From an optimization exercise on the open Yosys and OpenROAD flow, aimed at small area and a short achievable clock period; shortcuts taken in it are not production practice.
The RTL was checked by simulation tests, not by an equivalence proof against the original design.
Power is estimated from default activity; no workload was simulated.

// ALU_TOP
module ALU_TOP (
input wire signed [15:0] A,
input wire signed [15:0] B,
input wire [3:0] ALU_FUNC,
input wire CLK,
input wire RST,
output reg signed [31:0] Arith_OUT,
output reg [15:0] Logic_OUT,
output reg [1:0] CMP_OUT,
output reg [16:0] SHIFT_OUT,
output reg Arith_Flag, Logic_Flag, CMP_Flag, SHIFT_Flag
	);
Settings: LEC_CHECK=0, ABC_AREA=1, CAP_MARGIN=20, CORE_MARGIN=2, CORE_UTILIZATION=65, SLEW_MARGIN=20; clock period 95.0 ns.
standard.sh (not shown) runs the stock make flow with config.mk's settings and CLKGATE_MAP_FILE= SYNTH_SCRIPT=/design/flow/synth_recipe.tcl, a recipe that flattens the netlist after the stock synthesis.
==> flow/flow/run.sh <==
#!/bin/bash
# The standard layout (standard.sh), with every port buffered by the smallest buffer cell
# instead of the one buffer_ports picks by default. Each tool's output lands in the ORFS logs
# under orfs/logs/; make's own output goes to standard_flow.log in this folder.
set -euo pipefail
bash standard.sh "BUFFER_PORTS_ARGS=-buffer_cell sky130_fd_sc_hd__buf_1" finish > standard_flow.log 2>&1
Edit:
==> flow/run.sh (new file) <==
#!/bin/bash
# synth_recipe.tcl (not shown) runs the flow's synth.tcl, then flattens the netlist and writes it again
# the make line also repeats each setting of config.mk as NAME=value (left out here)
make -C /OpenROAD-flow-scripts/flow DESIGN_CONFIG=/design/flow/config.mk WORK_HOME=/design/flow/orfs CLKGATE_MAP_FILE= SYNTH_SCRIPT=/design/flow/synth_recipe.tcl finish
CORE_UTILIZATION = 40   (was 65)
removed: flow/flow/run.sh
removed: flow/standard.sh
=> The changed run finished with timing, DRC and antenna clean; setup slack is worse by 630 ps; sequential share of layout area came out lower by 0.45 points; routed wire length grows by 11%; power increases by 0.80%; via count fell by 0.91%; design area rose by 5.0%; flip-flop and latch count stays the same; utilization goes down by 24 points; hold slack degrades by 130 ps; synthesized area is unchanged; sequential power is about the same.
Edit:
==> flow/flow/run.sh (new file) <==
#!/bin/bash
# The standard layout (standard.sh), with every port buffered by the smallest buffer cell
# instead of the one buffer_ports picks by default. Each tool's output lands in the ORFS logs
# under orfs/logs/; make's own output goes to standard_flow.log in this folder.
set -euo pipefail
bash standard.sh "BUFFER_PORTS_ARGS=-buffer_cell sky130_fd_sc_hd__buf_1" finish > standard_flow.log 2>&1
==> flow/standard.sh (new file) <==
#!/bin/bash
# synth_recipe.tcl (not shown) runs the flow's synth.tcl, then flattens the netlist and writes it again
# the make line also repeats each setting of config.mk as NAME=value (left out here)
make -C /OpenROAD-flow-scripts/flow DESIGN_CONFIG=/design/flow/config.mk WORK_HOME=/design/flow/orfs CLKGATE_MAP_FILE= SYNTH_SCRIPT=/design/flow/synth_recipe.tcl "${@:-finish}"
removed: flow/run.sh
Worst setup slack improved by 550 ps.
Sequential power rises by about 2%.
Synthesized area stays the same.
Via count falls by about 0.54%.
Sequential share of layout area rises by 0.28 points.
Wire length barely changes.
Cell area falls by about 3%.
Power falls by 1.4%.
Count of clock-buffer cells in the layout falls by 2.
Die area is unchanged.
Global-route usage barely changes.

Another version of the RTL of ALU_TOP (not shown whole).
Size in the first run: roughly 1,900 cells after synthesis, about 71 flip-flops, roughly 110 I/O pins, roughly 15,000 µm² of cells after synthesis.
clock: 95.0 ns
lec_check: 0
abc_area: 1
cap_margin: 20
core_margin: 2
core_utilization: 40
slew_margin: 20
==> flow/flow/run.sh <==
#!/bin/bash
# The standard layout (standard.sh) with two changes:
#  - synthesis is the standard synthesis with ABC's mapping script replaced by
#    flow/abc.script (flow/synth.tcl); the registers are the standard synthesis's;
#  - every port is buffered by the smallest buffer cell instead of the one buffer_ports
#    picks by default.
# Each tool's output lands in the ORFS logs under orfs/logs/; make's own output goes to
# standard_flow.log in this folder.
set -euo pipefail
bash standard.sh "SYNTH_SCRIPT=$PWD/flow/synth.tcl" \
  "BUFFER_PORTS_ARGS=-buffer_cell sky130_fd_sc_hd__buf_1" finish > standard_flow.log 2>&1
==> flow/flow/abc.script <==
strash
dch
map -a
topo
stime -c
==> flow/flow/synth.tcl <==
# The standard synthesis (synth_recipe.tcl in the work folder), with ABC's mapping script
# replaced by flow/abc.script. Only the combinational mapping changes; the registers are the
# standard synthesis's.
set my_flow_dir [file dirname [file normalize [info script]]]
proc abc {args} {
  set i [lsearch -exact $args -script]
  if {$i >= 0} { lset args [expr {$i + 1}] [file join $::my_flow_dir abc.script] }
  yosys abc {*}$args
}
source [file join [file dirname $my_flow_dir] synth_recipe.tcl]
The starting point went through all stages and came out clean.
Rerun with:
==> flow/flow/run.sh (replaced) <==
#!/bin/bash
# The standard layout (standard.sh), with every port buffered by the smallest buffer cell
# instead of the one buffer_ports picks by default. Each tool's output lands in the ORFS logs
# under orfs/logs/; make's own output goes to standard_flow.log in this folder.
set -euo pipefail
bash standard.sh "BUFFER_PORTS_ARGS=-buffer_cell sky130_fd_sc_hd__buf_1" finish > standard_flow.log 2>&1
--- a/flow/config.mk
+++ b/flow/config.mk
@@ -8 +7,0 @@
-export ABC_AREA = 1
removed: flow/flow/abc.script
removed: flow/flow/synth.tcl
Result: The new run produced a clean layout; critical path depth fell by 66; global-route usage came out higher by 3.1 points; synthesized cell count climbs by 27%; power goes up by 12%; via count is higher by 29%; first-iteration DRC count rose by 73%; area after synthesis is higher by 26%; core utilization decreases by 2.0 points.
Rerun with:
--- a/flow/config.mk
+++ b/flow/config.mk
@@ -7,0 +8 @@
+export ABC_AREA = 1
=> The new run finished clean; total power came out lower by 8.5%; worst setup slack improves by 1.9 ns; area after synthesis falls by 12%; non-clock buffer count drops by 34; clock power stays flat; sequential cell count stays the same; cell area came out lower by 12%; utilization goes up by 0.70 points; final cell count is lower by 9.8%; wire length came out lower by 23%; clock-buffer cell count came out lower by 2.
Rerun with:
==> flow/flow/run.sh (replaced) <==
#!/bin/bash
# The standard layout (standard.sh) with three changes:
#  - synthesis is the standard synthesis with ABC's mapping script replaced by
#    flow/abc.script (flow/synth.tcl); the registers are the standard synthesis's;
#  - every port is buffered by the smallest buffer cell instead of the one buffer_ports
#    picks by default;
#  - repair_timing aims for 44 ns of setup slack (SETUP_SLACK_MARGIN) instead of 0, so the
#    resizer upsizes the critical path; the clock and constraints stay the design's.
# Each tool's output lands in the ORFS logs under orfs/logs/; make's own output goes to
# standard_flow.log in this folder.
set -euo pipefail
bash standard.sh "SYNTH_SCRIPT=$PWD/flow/synth.tcl" \
  "BUFFER_PORTS_ARGS=-buffer_cell sky130_fd_sc_hd__buf_1" \
  SETUP_SLACK_MARGIN=44 finish > standard_flow.log 2>&1
==> flow/flow/abc.script (new file) <==
strash
dch
map -a
topo
stime -c
==> flow/flow/synth.tcl (new file) <==
# The standard synthesis (synth_recipe.tcl in the work folder), with ABC's mapping script
# replaced by flow/abc.script. Only the combinational mapping changes; the registers are the
# standard synthesis's.
set my_flow_dir [file dirname [file normalize [info script]]]
proc abc {args} {
  set i [lsearch -exact $args -script]
  if {$i >= 0} { lset args [expr {$i + 1}] [file join $::my_flow_dir abc.script] }
  yosys abc {*}$args
}
source [file join [file dirname $my_flow_dir] synth_recipe.tcl]
After rerunning:
- routed wire length drops by a few percent
- sequential cell count does not change
- count of clock-buffer cells in the layout is unchanged
- global-route usage rises by 0.35 points
- die area falls by roughly a tenth
- synthesized area went down by roughly a tenth
- power drops slightly

==> port drivers added, routing unchanged <==
Ports are ideal in the flow. The routed layouts listed here were re-timed in OpenROAD. Step 1: set_driving_cell puts a clkbuf_16 on CLK and a buf_2 on each other input, an assumption about the parent block. Step 2 also shifts input and output timing later by t, the mid clock arrival at the registers, as if the neighbouring blocks saw the same clock. Three values: ideal ports, drivers, drivers and shift; two values: the first two.
run | t (ns) | setup slack, ns | worst setup path after step 2 | worst register clock-pin slew, ns | worst data-port slew with drivers (ns)
the first run of note 1 | 0.397 | 44.332 / 44.357 / 43.961 | input to register | 0.07 / 0.07 | 0.07
the second run of note 1 | 0.426 | 43.702 / 43.721 / 43.295 | input to register | 0.08 / 0.08 | 0.10
the third run of note 1 | 0.395 | 44.253 / 44.271 / 43.877 | input to register | 0.08 / 0.08 | 0.09
the first run of note 2 | 0.395 | 39.085 / 39.103 / 38.708 | input to register | 0.08 / 0.08 | 0.05
the second run of note 2 | 0.414 | 42.200 / 42.215 / 41.801 | input to register | 0.08 / 0.08 | 0.04
the third run of note 2 | 0.421 | 44.122 / 44.149 / 43.728 | input to register | 0.08 / 0.08 | 0.07
the fourth run of note 2 | 0.394 | 46.699 / 46.684 / 46.291 | input to register | 0.08 / 0.08 | 0.06
After both steps every run listed still meets setup and hold. The setup slack of the fourth run of note 2, which loses most, moves by -0.015 ns with the drivers and by -0.408 ns with both steps.
